From an optimization exercise on the open Yosys and OpenROAD flow, aimed at a short achievable clock period and few clock cycles; shortcuts taken in it are not production practice. In this exercise RTL edits were held to simulation tests only and were not proved equivalent to the original. Power is estimated from default activity; no workload was simulated.

==> inputs of yarrow <==
==> flow/design.v <==
module pg32 (
    input  [31:0] a,
    input  [31:0] b,
    output [31:0] p,
    output [31:0] g
);
    assign p = a ^ b;
    assign g = a & b;
endmodule
module ks32 (
    input  [31:0] p,
    input  [31:0] g,
    input         cin,
    output [31:0] s
);
    wire [31:0] G0, P0, G1, P1, G2, P2, G3, P3, G4, P4, G5;
    assign G0 = {g[31:1], g[0] | (p[0] & cin)};
    assign P0 = p;
    genvar i;
    generate
        for (i = 0; i < 32; i = i + 1) begin : lvl
            if (i >= 1)  begin : a1 assign G1[i] = G0[i] | (P0[i] & G0[i-1]);  assign P1[i] = P0[i] & P0[i-1];  end
            else         begin : b1 assign G1[i] = G0[i];                       assign P1[i] = P0[i];             end
            if (i >= 2)  begin : a2 assign G2[i] = G1[i] | (P1[i] & G1[i-2]);  assign P2[i] = P1[i] & P1[i-2];  end
            else         begin : b2 assign G2[i] = G1[i];                       assign P2[i] = P1[i];             end
            if (i >= 4)  begin : a3 assign G3[i] = G2[i] | (P2[i] & G2[i-4]);  assign P3[i] = P2[i] & P2[i-4];  end
            else         begin : b3 assign G3[i] = G2[i];                       assign P3[i] = P2[i];             end
            if (i >= 8)  begin : a4 assign G4[i] = G3[i] | (P3[i] & G3[i-8]);  assign P4[i] = P3[i] & P3[i-8];  end
            else         begin : b4 assign G4[i] = G3[i];                       assign P4[i] = P3[i];             end
            if (i >= 16) begin : a5 assign G5[i] = G4[i] | (P4[i] & G4[i-16]); end
            else         begin : b5 assign G5[i] = G4[i];                       end
        end
    endgenerate
    assign s = p ^ {G5[30:0], cin};
endmodule
module add32 (
    input  [31:0] a,
    input  [31:0] b,
    input         cin,
    output [31:0] s
);
    wire [31:0] p, g;
    pg32 PG (.a(a), .b(b), .p(p), .g(g));
    ks32 KS (.p(p), .g(g), .cin(cin), .s(s));
endmodule
module pg12 (
    input  [11:0] a,
    input  [11:0] b,
    output [11:0] p,
    output [11:0] g
);
    assign p = a ^ b;
    assign g = a & b;
endmodule
module ks12 (
    input  [11:0] p,
    input  [11:0] g,
    output [12:0] s
);
    wire [11:0] G1, P1, G2, P2, G3, P3, G4;
    genvar i;
    generate
        for (i = 0; i < 12; i = i + 1) begin : lvl
            if (i >= 1) begin : a1 assign G1[i] = g[i] | (p[i] & g[i-1]);    assign P1[i] = p[i] & p[i-1];   end
            else        begin : b1 assign G1[i] = g[i];                      assign P1[i] = p[i];            end
            if (i >= 2) begin : a2 assign G2[i] = G1[i] | (P1[i] & G1[i-2]); assign P2[i] = P1[i] & P1[i-2]; end
            else        begin : b2 assign G2[i] = G1[i];                     assign P2[i] = P1[i];           end
            if (i >= 4) begin : a3 assign G3[i] = G2[i] | (P2[i] & G2[i-4]); assign P3[i] = P2[i] & P2[i-4]; end
            else        begin : b3 assign G3[i] = G2[i];                     assign P3[i] = P2[i];           end
            if (i >= 8) begin : a4 assign G4[i] = G3[i] | (P3[i] & G3[i-8]); end
            else        begin : b4 assign G4[i] = G3[i];                     end
        end
    endgenerate
    assign s = {G4[11], p ^ {G4[10:0], 1'b0}};
endmodule
module add12 (
    input  [11:0] a,
    input  [11:0] b,
    output [12:0] s
);
    wire [11:0] p, g;
    pg12 PG (.a(a), .b(b), .p(p), .g(g));
    ks12 KS (.p(p), .g(g), .s(s));
endmodule
module sel20 (
    input  [19:0] a,
    input  [19:0] b,
    input         s,
    output [19:0] q
);
    assign q = s ? a : b;
endmodule
module sel32 (
    input  [31:0] a,
    input  [31:0] b,
    input         s,
    output [31:0] q
);
    assign q = s ? a : b;
endmodule
module eq32 (
    input  [31:0] a,
    input  [31:0] b,
    output        eq
);
    assign eq = (a == b);
endmodule
module alu_pg (
    input  [31:0] a,
    input  [31:0] b,
    output [31:0] p,
    output [31:0] g
);
    assign p = a ^ b;
    assign g = a & b;
endmodule
module alu_eq (
    input  [2:0]  op,        
    input  [31:0] p,
    input  [31:0] g,
    input  [31:0] c,
    output        eq
);
    wire [31:0] k  = p ^ c;
    wire [31:0] co = g | (p & ~c);
    wire        eq_arith = (k == {co[30:0], op == 3'd1});
    assign eq = (op == 3'd2) ? (g == c) :
                (op == 3'd3) ? ((p | g) == c) :
                (op == 3'd4) ? (p == c) : eq_arith;
endmodule
module rf_read (
    input  [991:0] r,
    input  [4:0]   sel,
    output [31:0]  q
);
    wire [1023:0] all = {r, 32'd0};
    assign q = all[sel*32 +: 32];
endmodule
module riscv_pipeline(
    input               clock,
    input               reset,
    output      [31:0]  imem_addr,
    input       [31:0]  imem_rdata,
    output      [31:0]  dmem_addr,
    output      [31:0]  dmem_wdata,
    output              dmem_we,
    input       [31:0]  dmem_rdata
    );
    localparam [6:0] OP_R  = 7'b0110011,
                     OP_LW = 7'b0000011,
                     OP_SW = 7'b0100011,
                     OP_BR = 7'b1100011;
    localparam [2:0] ALU_ADD = 3'd0,
                     ALU_SUB = 3'd1,
                     ALU_AND = 3'd2,
                     ALU_OR  = 3'd3,
                     ALU_XOR = 3'd4;
    function automatic [31:0] pick(input s, input [31:0] a, input [31:0] b);
        pick = ({32{s}} & a) | ({32{~s}} & b);
    endfunction
    reg  [31:0] fpc;                  
    reg         d_valid;
    reg  [31:0] d_ir;
    reg  [31:0] d_rf1, d_rf2;         
    reg         d_is_lw, d_is_sw;
    reg         d_brl;                
    reg         d_we;                 
    reg  [31:0] d_imm_m;              
    reg  [31:0] d_target;             
    reg  [2:0]  d_aluop;
    reg         d_dep1, d_dep2;       
    reg         d_byp1, d_byp2;       
    reg         d_pby1, d_pby2;       
    reg         x_valid;
    reg         x_we;                 
    reg  [4:0]  x_rd;
    reg         x_lw;
    reg  [2:0]  x_aluop;
    reg         x_sub, x_arith;       
    reg  [1:0]  x_lop;                
    reg  [31:0] x_a;
    reg  [31:0] x_b;                  
    reg         w_we;
    reg  [4:0]  w_rd;
    reg  [31:0] w_res;
    reg  [31:0] w_wd;                 
    reg         p_we;                 
    reg  [4:0]  p_rd;
    reg  [31:0] p_res;
    reg  [31:0] m_addr;
    reg  [31:0] m_wdata;
    reg         m_we;
    reg  [31:0] rf [1:31];
    assign imem_addr  = fpc;
    assign dmem_addr  = m_addr;
    assign dmem_wdata = m_wdata;
    assign dmem_we    = m_we;
    always @(posedge clock) begin
        if (w_we)
            rf[w_rd] <= w_wd;
    end
    wire [31:0] x_p, x_g;
    alu_pg ALU_PG (.a(x_a), .b(x_b), .p(x_p), .g(x_g));
    wire [31:0] x_sum;
    add32 ALU_ADD_SUB (.a(x_a), .b(x_b), .cin(x_sub), .s(x_sum));
    wire [31:0] x_logic = (x_lop == 2'd0) ? x_g :
                          (x_lop == 2'd1) ? (x_p | x_g) : x_p;
    wire [31:0] alu   = x_arith ? x_sum : x_logic;
    wire [31:0] x_res = x_lw ? dmem_rdata : alu;
    wire [4:0] d_rd  = d_ir[11:7];
    wire [4:0] d_rs1 = d_ir[19:15];
    wire [4:0] d_rs2 = d_ir[24:20];
    wire [31:0] v1 = d_byp1 ? w_res : d_pby1 ? p_res : d_rf1;
    wire [31:0] v2 = d_byp2 ? w_res : d_pby2 ? p_res : d_rf2;
    wire [31:0] csa_s = x_arith ? (x_p ^ d_imm_m) : (x_logic ^ d_imm_m);
    wire [31:0] csa_c = x_arith ? (x_g | (x_p & d_imm_m)) : (x_logic & d_imm_m);
    wire [31:0] addr_alu, addr_rf;
    add32 AGU_X  (.a(csa_s), .b({csa_c[30:0], 1'b0}), .cin(x_sub), .s(addr_alu));
    add32 AGU_RF (.a(v1), .b(d_imm_m), .cin(1'b0), .s(addr_rf));
    wire [31:0] d_addr = pick(d_dep1, addr_alu, addr_rf);
    wire [31:0] d_other = d_dep1 ? v2 : v1;
    wire eq_rf, eq_ld, eq_alu;
    eq32   CMP_RF  (.a(v1), .b(v2), .eq(eq_rf));
    eq32   CMP_LD  (.a(dmem_rdata), .b(d_other), .eq(eq_ld));
    alu_eq CMP_ALU (.op(x_aluop), .p(x_p), .g(x_g), .c(d_other), .eq(eq_alu));
    wire d_eq = (d_dep1 | d_dep2) ? (x_lw ? eq_ld : eq_alu) : eq_rf;
    wire d_stall = d_valid & x_lw & (d_is_lw | d_is_sw) & d_dep1;
    wire d_go = d_valid & ~d_stall;
    wire d_redirect = d_go & d_brl & d_eq;
    wire [31:0] st_data = d_dep2 ? x_res : v2;
    wire [6:0] f_op  = imem_rdata[6:0];
    wire [4:0] f_rd  = imem_rdata[11:7];
    wire f_is_r  = f_op == OP_R;
    wire f_is_lw = f_op == OP_LW;
    wire f_is_sw = f_op == OP_SW;
    wire f_is_br = f_op == OP_BR;
    wire f_same  = f_is_br & (imem_rdata[19:15] == imem_rdata[24:20]);
    wire f_brl   = f_is_br & (imem_rdata[19:15] != imem_rdata[24:20]);
    wire f_we    = (f_is_r | f_is_lw) & (f_rd != 5'd0);
    wire [11:0] f_imm_s = {imem_rdata[31:25], imem_rdata[11:7]};
    wire [31:0] f_imm_m = f_is_sw ? {{20{imem_rdata[31]}}, f_imm_s}
                                  : {{20{imem_rdata[31]}}, imem_rdata[31:20]};
    reg  [2:0] f_aluop;
    always @(*) begin
        case (imem_rdata[14:12])
            3'b111:  f_aluop = ALU_AND;
            3'b110:  f_aluop = ALU_OR;
            3'b100:  f_aluop = ALU_XOR;
            default: f_aluop = imem_rdata[30] ? ALU_SUB : ALU_ADD;
        endcase
    end
    wire [12:0] f_lo;
    add12 F_TARGET (.a(fpc[11:0]), .b(f_imm_s), .s(f_lo));
    wire [19:0] f_hi   = fpc[31:12];
    wire [19:0] f_hi_p = fpc[31:12] + 20'd1;
    wire [19:0] f_hi_m = fpc[31:12] - 20'd1;
    wire [19:0] f_hi_c  = f_imm_s[11] ? f_hi   : f_hi_p;
    wire [19:0] f_hi_nc = f_imm_s[11] ? f_hi_m : f_hi;
    wire [19:0] f_hi_t;
    sel20 F_TARGET_HI (.a(f_hi_c), .b(f_hi_nc), .s(f_lo[12]), .q(f_hi_t));
    wire [31:0] f_target = {f_hi_t, f_lo[11:0]};
    wire [31:0] f_inc    = fpc + 32'd1;
    wire [31:0] f_other  = d_stall ? fpc : pick(d_redirect, d_target, f_inc);
    wire        f_take   = f_same & ~d_stall & ~d_redirect;
    wire [31:0] f_next;
    sel32 F_NEXT (.a(f_target), .b(f_other), .s(f_take), .q(f_next));
    wire [4:0] n_rs1 = d_stall ? d_rs1 : imem_rdata[19:15];
    wire [4:0] n_rs2 = d_stall ? d_rs2 : imem_rdata[24:20];
    wire [31:0] f_rf1, f_rf2;
    wire [991:0] rf_flat;
    genvar gi;
    generate
        for (gi = 1; gi < 32; gi = gi + 1) begin : flat
            assign rf_flat[32*gi-1 -: 32] = rf[gi];
        end
    endgenerate
    rf_read RD1 (.r(rf_flat), .sel(imem_rdata[19:15]), .q(f_rf1));
    rf_read RD2 (.r(rf_flat), .sel(imem_rdata[24:20]), .q(f_rf2));
    wire       n_xwe = d_go & d_we;
    wire       n_wwe = x_valid & x_we;
    always @(posedge clock) begin
        if (reset) begin
            fpc     <= 32'd0;
            d_valid <= 1'b0;
            d_dep1  <= 1'b0;
            d_dep2  <= 1'b0;
            d_byp1  <= 1'b0;
            d_byp2  <= 1'b0;
            d_pby1  <= 1'b0;
            d_pby2  <= 1'b0;
            x_valid <= 1'b0;
            x_we    <= 1'b0;
            x_lw    <= 1'b0;
            w_we    <= 1'b0;
            p_we    <= 1'b0;
            m_we    <= 1'b0;
        end else begin
            fpc     <= f_next;
            if (!d_stall)
                d_valid <= ~d_redirect;
            d_dep1  <= n_xwe & (d_rd == n_rs1);
            d_dep2  <= n_xwe & (d_rd == n_rs2);
            d_byp1  <= n_wwe & (x_rd == n_rs1);
            d_byp2  <= n_wwe & (x_rd == n_rs2);
            d_pby1  <= w_we & (w_rd == n_rs1);
            d_pby2  <= w_we & (w_rd == n_rs2);
            x_valid <= d_go;
            x_we    <= n_xwe;
            x_lw    <= d_go & d_is_lw;
            m_we    <= d_go & d_is_sw;
            w_we    <= n_wwe;
            p_we    <= w_we;
        end
    end
    always @(posedge clock) begin
        if (!d_stall) begin
            d_ir     <= imem_rdata;
            d_is_lw  <= f_is_lw;
            d_is_sw  <= f_is_sw;
            d_brl    <= f_brl;
            d_we     <= f_we;
            d_imm_m  <= f_imm_m;
            d_target <= f_target;
            d_aluop  <= f_aluop;
        end
        d_rf1    <= d_stall ? v1 : f_rf1;
        d_rf2    <= d_stall ? v2 : f_rf2;
        x_rd     <= d_rd;
        x_aluop  <= d_aluop;
        x_sub    <= d_aluop == ALU_SUB;
        x_arith  <= (d_aluop == ALU_ADD) | (d_aluop == ALU_SUB);
        x_lop    <= (d_aluop == ALU_AND) ? 2'd0 : (d_aluop == ALU_OR) ? 2'd1 : 2'd2;
        x_a      <= d_dep1 ? x_res : v1;
        x_b      <= (d_dep2 ? x_res : v2) ^ {32{d_aluop == ALU_SUB}};
        m_addr   <= d_addr;
        m_wdata  <= st_data;
        w_rd     <= x_rd;
        w_res    <= x_res;
        if (n_wwe)
            w_wd <= x_res;
        p_rd     <= w_rd;
        p_res    <= w_res;
    end
endmodule
==> flow/flow/run.sh <==
#!/bin/bash
# Layout: the standard flow (standard.sh, standard synthesis unchanged),
# with a timing-repair target well below the 12 ns clock, so that the repair
# works on every path and not only on ones that fail 12 ns; repairs may use
# any cell footprint, and the port buffers are strong buffers rather than the
# default delay cell. Everything else is the standard flow.
set -uo pipefail
bash standard.sh \
    SETUP_SLACK_MARGIN=8.3 \
    MATCH_CELL_FOOTPRINT=0 \
    'BUFFER_PORTS_ARGS=-buffer_cell sky130_fd_sc_hd__buf_8' \
    finish > standard_flow.log 2>&1
status=$?
cp -f orfs/logs/*/*/*/*.log . 2>/dev/null || true
exit $status
==> flow/standard.sh <==
#!/bin/bash
# synth_recipe.tcl (not shown) runs the flow's synth.tcl, then flattens the netlist and writes it again
# the make line also repeats each setting of config.mk as NAME=value (left out here)
make -C /OpenROAD-flow-scripts/flow DESIGN_CONFIG=/design/flow/config.mk WORK_HOME=/design/flow/orfs CLKGATE_MAP_FILE= SYNTH_SCRIPT=/design/flow/synth_recipe.tcl "${@:-finish}"
==> flow/config.mk <==
export PLATFORM = sky130hd
export DESIGN_NAME = riscv_pipeline
export DESIGN_NICKNAME = riscv_pipeline
export VERILOG_FILES = /design/flow/design.v
export SDC_FILE = /design/flow/constraint.sdc
export NUM_CORES = 4
export LEC_CHECK = 0
export CAP_MARGIN = 40
export CORE_MARGIN = 2
export CORE_UTILIZATION = 45
export SLEW_MARGIN = 40
export SYNTH_HIERARCHICAL = 1
export SYNTH_MINIMUM_KEEP_SIZE = 0
==> flow/constraint.sdc <==
create_clock -name core_clock -period 12.0 [get_ports {clock}]
set_input_delay 2.4000 -clock core_clock [delete_from_list [all_inputs] [get_ports {clock}]]
set_output_delay 2.4000 -clock core_clock [all_outputs]
set_load 0.01 [all_outputs]
==> nickel (differences from yarrow) <==
==> flow/design.v, changed modules only <==
module riscv_pipeline(
    input               clock,
    input               reset,
    output      [31:0]  imem_addr,
    input       [31:0]  imem_rdata,
    output      [31:0]  dmem_addr,
    output      [31:0]  dmem_wdata,
    output              dmem_we,
    input       [31:0]  dmem_rdata
    );
    localparam [6:0] OP_R  = 7'b0110011,
                     OP_LW = 7'b0000011,
                     OP_SW = 7'b0100011,
                     OP_BR = 7'b1100011;
    localparam [2:0] ALU_ADD = 3'd0,
                     ALU_SUB = 3'd1,
                     ALU_AND = 3'd2,
                     ALU_OR  = 3'd3,
                     ALU_XOR = 3'd4;
    function automatic [31:0] pick(input s, input [31:0] a, input [31:0] b);
        pick = ({32{s}} & a) | ({32{~s}} & b);
    endfunction
    reg  [31:0] fpc;                  
    reg         d_valid;
    reg  [31:0] d_ir;
    reg  [31:0] d_rf1, d_rf2;         
    reg         d_is_lw, d_is_sw;
    reg         d_brl;                
    reg         d_we;                 
    reg  [31:0] d_imm_m;              
    reg  [31:0] d_target;             
    reg  [2:0]  d_aluop;
    reg         d_dep1, d_dep2;       
    reg         d_byp1, d_byp2;       
    reg         d_pby1, d_pby2;       
    reg         x_valid;
    reg         x_we;                 
    reg  [4:0]  x_rd;
    reg         x_lw;
    reg  [2:0]  x_aluop;
    reg         x_sub, x_arith;       
    reg  [2:0]  x_lop;                
    reg  [31:0] x_a;
    reg  [31:0] x_b;                  
    reg         w_we;
    reg  [4:0]  w_rd;
    reg  [31:0] w_res;
    reg  [31:0] w_wd;                 
    reg         p_we;                 
    reg  [4:0]  p_rd;
    reg  [31:0] p_res;
    reg  [31:0] m_addr;
    reg  [31:0] m_wdata;
    reg         m_we;
    reg  [31:0] rf [1:31];
    assign imem_addr  = fpc;
    assign dmem_addr  = m_addr;
    assign dmem_wdata = m_wdata;
    assign dmem_we    = m_we;
    always @(posedge clock) begin
        if (w_we)
            rf[w_rd] <= w_wd;
    end
    wire [31:0] x_p, x_g;
    alu_pg ALU_PG (.a(x_a), .b(x_b), .p(x_p), .g(x_g));
    wire [31:0] x_sum;
    add32 ALU_ADD_SUB (.a(x_a), .b(x_b), .cin(x_sub), .s(x_sum));
    wire [31:0] x_logic = ({32{x_lop[0]}} & x_g) | ({32{x_lop[1]}} & (x_p | x_g)) |
                          ({32{x_lop[2]}} & x_p);
    wire [31:0] alu   = x_arith ? x_sum : x_logic;
    wire [31:0] x_res = x_lw ? dmem_rdata : alu;
    wire [4:0] d_rd  = d_ir[11:7];
    wire [4:0] d_rs1 = d_ir[19:15];
    wire [4:0] d_rs2 = d_ir[24:20];
    wire [31:0] v1 = d_byp1 ? w_res : d_pby1 ? p_res : d_rf1;
    wire [31:0] v2 = d_byp2 ? w_res : d_pby2 ? p_res : d_rf2;
    wire [31:0] csa_s = x_arith ? (x_p ^ d_imm_m) : (x_logic ^ d_imm_m);
    wire [31:0] csa_c = x_arith ? (x_g | (x_p & d_imm_m)) : (x_logic & d_imm_m);
    wire [31:0] addr_alu, addr_rf;
    add32 AGU_X  (.a(csa_s), .b({csa_c[30:0], 1'b0}), .cin(x_sub), .s(addr_alu));
    add32 AGU_RF (.a(v1), .b(d_imm_m), .cin(1'b0), .s(addr_rf));
    wire [31:0] d_addr = pick(d_dep1, addr_alu, addr_rf);
    wire [31:0] d_other = d_dep1 ? v2 : v1;
    wire eq_rf, eq_alu;
    eq32   CMP_RF  (.a(v1), .b(v2), .eq(eq_rf));
    alu_eq CMP_ALU (.op(x_aluop), .p(x_p), .g(x_g), .c(d_other), .eq(eq_alu));
    wire d_eq = (d_dep1 | d_dep2) ? eq_alu : eq_rf;
    wire d_stall = d_valid & x_lw & (((d_is_lw | d_is_sw) & d_dep1) |
                                     (d_brl & (d_dep1 | d_dep2)));
    wire d_go = d_valid & ~d_stall;
    wire d_redirect = d_go & d_brl & d_eq;
    wire [31:0] st_data = d_dep2 ? x_res : v2;
    wire [6:0] f_op  = imem_rdata[6:0];
    wire [4:0] f_rd  = imem_rdata[11:7];
    wire f_is_r  = f_op == OP_R;
    wire f_is_lw = f_op == OP_LW;
    wire f_is_sw = f_op == OP_SW;
    wire f_is_br = f_op == OP_BR;
    wire f_same  = f_is_br & (imem_rdata[19:15] == imem_rdata[24:20]);
    wire f_brl   = f_is_br & (imem_rdata[19:15] != imem_rdata[24:20]);
    wire f_we    = (f_is_r | f_is_lw) & (f_rd != 5'd0);
    wire [11:0] f_imm_s = {imem_rdata[31:25], imem_rdata[11:7]};
    wire [31:0] f_imm_m = f_is_sw ? {{20{imem_rdata[31]}}, f_imm_s}
                                  : {{20{imem_rdata[31]}}, imem_rdata[31:20]};
    reg  [2:0] f_aluop;
    always @(*) begin
        case (imem_rdata[14:12])
            3'b111:  f_aluop = ALU_AND;
            3'b110:  f_aluop = ALU_OR;
            3'b100:  f_aluop = ALU_XOR;
            default: f_aluop = imem_rdata[30] ? ALU_SUB : ALU_ADD;
        endcase
    end
    wire [12:0] f_lo;
    add12 F_TARGET (.a(fpc[11:0]), .b(f_imm_s), .s(f_lo));
    wire [19:0] f_hi   = fpc[31:12];
    wire [19:0] f_hi_p = fpc[31:12] + 20'd1;
    wire [19:0] f_hi_m = fpc[31:12] - 20'd1;
    wire [19:0] f_hi_c  = f_imm_s[11] ? f_hi   : f_hi_p;
    wire [19:0] f_hi_nc = f_imm_s[11] ? f_hi_m : f_hi;
    wire [19:0] f_hi_t;
    sel20 F_TARGET_HI (.a(f_hi_c), .b(f_hi_nc), .s(f_lo[12]), .q(f_hi_t));
    wire [31:0] f_target = {f_hi_t, f_lo[11:0]};
    wire [31:0] f_inc    = fpc + 32'd1;
    wire [31:0] f_other  = d_stall ? fpc : f_inc;
    wire        f_take   = f_same & ~d_stall;
    wire [31:0] f_seq, f_next;
    sel32 F_SEQ  (.a(f_target), .b(f_other), .s(f_take), .q(f_seq));
    sel32 F_NEXT (.a(d_target & ~{32{reset}}), .b(f_seq), .s(d_redirect | reset), .q(f_next));
    wire [4:0] n_rs1 = d_stall ? d_rs1 : imem_rdata[19:15];
    wire [4:0] n_rs2 = d_stall ? d_rs2 : imem_rdata[24:20];
    wire [31:0] f_rf1, f_rf2;
    wire [991:0] rf_flat;
    genvar gi;
    generate
        for (gi = 1; gi < 32; gi = gi + 1) begin : flat
            assign rf_flat[32*gi-1 -: 32] = rf[gi];
        end
    endgenerate
    rf_read RD1 (.r(rf_flat), .sel(imem_rdata[19:15]), .q(f_rf1));
    rf_read RD2 (.r(rf_flat), .sel(imem_rdata[24:20]), .q(f_rf2));
    wire       n_xwe = d_go & d_we;
    wire       n_wwe = x_valid & x_we;
    always @(posedge clock) begin
        fpc <= f_next;
        if (reset) begin
            d_valid <= 1'b0;
            d_dep1  <= 1'b0;
            d_dep2  <= 1'b0;
            d_byp1  <= 1'b0;
            d_byp2  <= 1'b0;
            d_pby1  <= 1'b0;
            d_pby2  <= 1'b0;
            x_valid <= 1'b0;
            x_we    <= 1'b0;
            x_lw    <= 1'b0;
            w_we    <= 1'b0;
            p_we    <= 1'b0;
            m_we    <= 1'b0;
        end else begin
            if (!d_stall)
                d_valid <= ~d_redirect;
            d_dep1  <= n_xwe & (d_rd == n_rs1);
            d_dep2  <= n_xwe & (d_rd == n_rs2);
            d_byp1  <= n_wwe & (x_rd == n_rs1);
            d_byp2  <= n_wwe & (x_rd == n_rs2);
            d_pby1  <= w_we & (w_rd == n_rs1);
            d_pby2  <= w_we & (w_rd == n_rs2);
            x_valid <= d_go;
            x_we    <= n_xwe;
            x_lw    <= d_go & d_is_lw;
            m_we    <= d_go & d_is_sw;
            w_we    <= n_wwe;
            p_we    <= w_we;
        end
    end
    always @(posedge clock) begin
        if (!d_stall) begin
            d_ir     <= imem_rdata;
            d_is_lw  <= f_is_lw;
            d_is_sw  <= f_is_sw;
            d_brl    <= f_brl;
            d_we     <= f_we;
            d_imm_m  <= f_imm_m;
            d_target <= f_target;
            d_aluop  <= f_aluop;
        end
        d_rf1    <= d_stall ? v1 : f_rf1;
        d_rf2    <= d_stall ? v2 : f_rf2;
        x_rd     <= d_rd;
        x_aluop  <= d_aluop;
        x_sub    <= d_aluop == ALU_SUB;
        x_arith  <= (d_aluop == ALU_ADD) | (d_aluop == ALU_SUB);
        x_lop    <= {d_aluop == ALU_XOR, d_aluop == ALU_OR, d_aluop == ALU_AND};
        x_a      <= d_dep1 ? x_res : v1;
        x_b      <= (d_dep2 ? x_res : v2) ^ {32{d_aluop == ALU_SUB}};
        m_addr   <= d_addr;
        m_wdata  <= st_data;
        w_rd     <= x_rd;
        w_res    <= x_res;
        if (n_wwe)
            w_wd <= x_res;
        p_rd     <= w_rd;
        p_res    <= w_res;
    end
endmodule
==> reports/summary.txt <==
Data arrival, critical path = 5.29 ns
Fraction of area in multi-input gates = 39.7%
Area of the multi-input gates = 36,000 µm²
Outcome = no timing/DRC/antenna violations
TritonCTS Sinks = 1,407
Commonest cells in the synthesized netlist = edfxtp_1, mux4_2, dfxtp_1, nand2_1, nor2_1
# nets final = 6,191
Internal Power = 9.69 mW
Register area share after synthesis = 52.2%
Met3 usage = 5.17%
Total power = 13.9 mW
That was yarrow.
==> reports/summary.txt <==
Outcome = no timing/DRC/antenna violations
Total power = 14.5 mW
Commonest cells in the synthesized netlist = edfxtp_1, mux4_2, dfxtp_1, nand2_1, mux2i_1
Register area share after synthesis = 52.6%
Data arrival, critical path = 4.69 ns
Met3 usage = 5.00%
TritonCTS Sinks = 1,408
Internal Power = 10.1 mW
That was nickel.
Testbench counts of yarrow, summed over its fixed seeds: cycles 25,994.
Testbench counts of nickel, summed over its fixed seeds: cycles 26,076.

-- what the ideal ports hide --
The flow's constraints put no driver on any port. The routed layouts listed below were extracted and timed again, unchanged, in two steps.
Step 1 assumes that a clkbuf_16 drives the clock port and a buf_2 every other input.
Step 2, shift: input delay + t, output delay - t, t = (earliest + latest rising clock arrival at the registers) / 2. This alone moves slack from input paths to output paths.
Slacks: ideal / step 1 / step 2; pairs: ideal / step 1.
| run | t, ns | slack for setup (ns) | hold WS [ns] | worst setup path after step 2 | worst register clock-pin slew, ns |
|---|---|---|---|---|---|
| yarrow | 0.893 | 7.407 / 7.426 / 6.560 | 0.358 / 0.358 / 0.358 | input to register | 0.07 / 0.07 |
| nickel | 0.895 | 8.012 / 7.995 / 7.099 | 0.363 / 0.363 / 0.363 | input to register | 0.07 / 0.07 |
After both steps setup and hold are still met in every run listed. The setup slack of nickel, which loses most, moves by -0.017 ns with the drivers and by -0.913 ns with both steps.
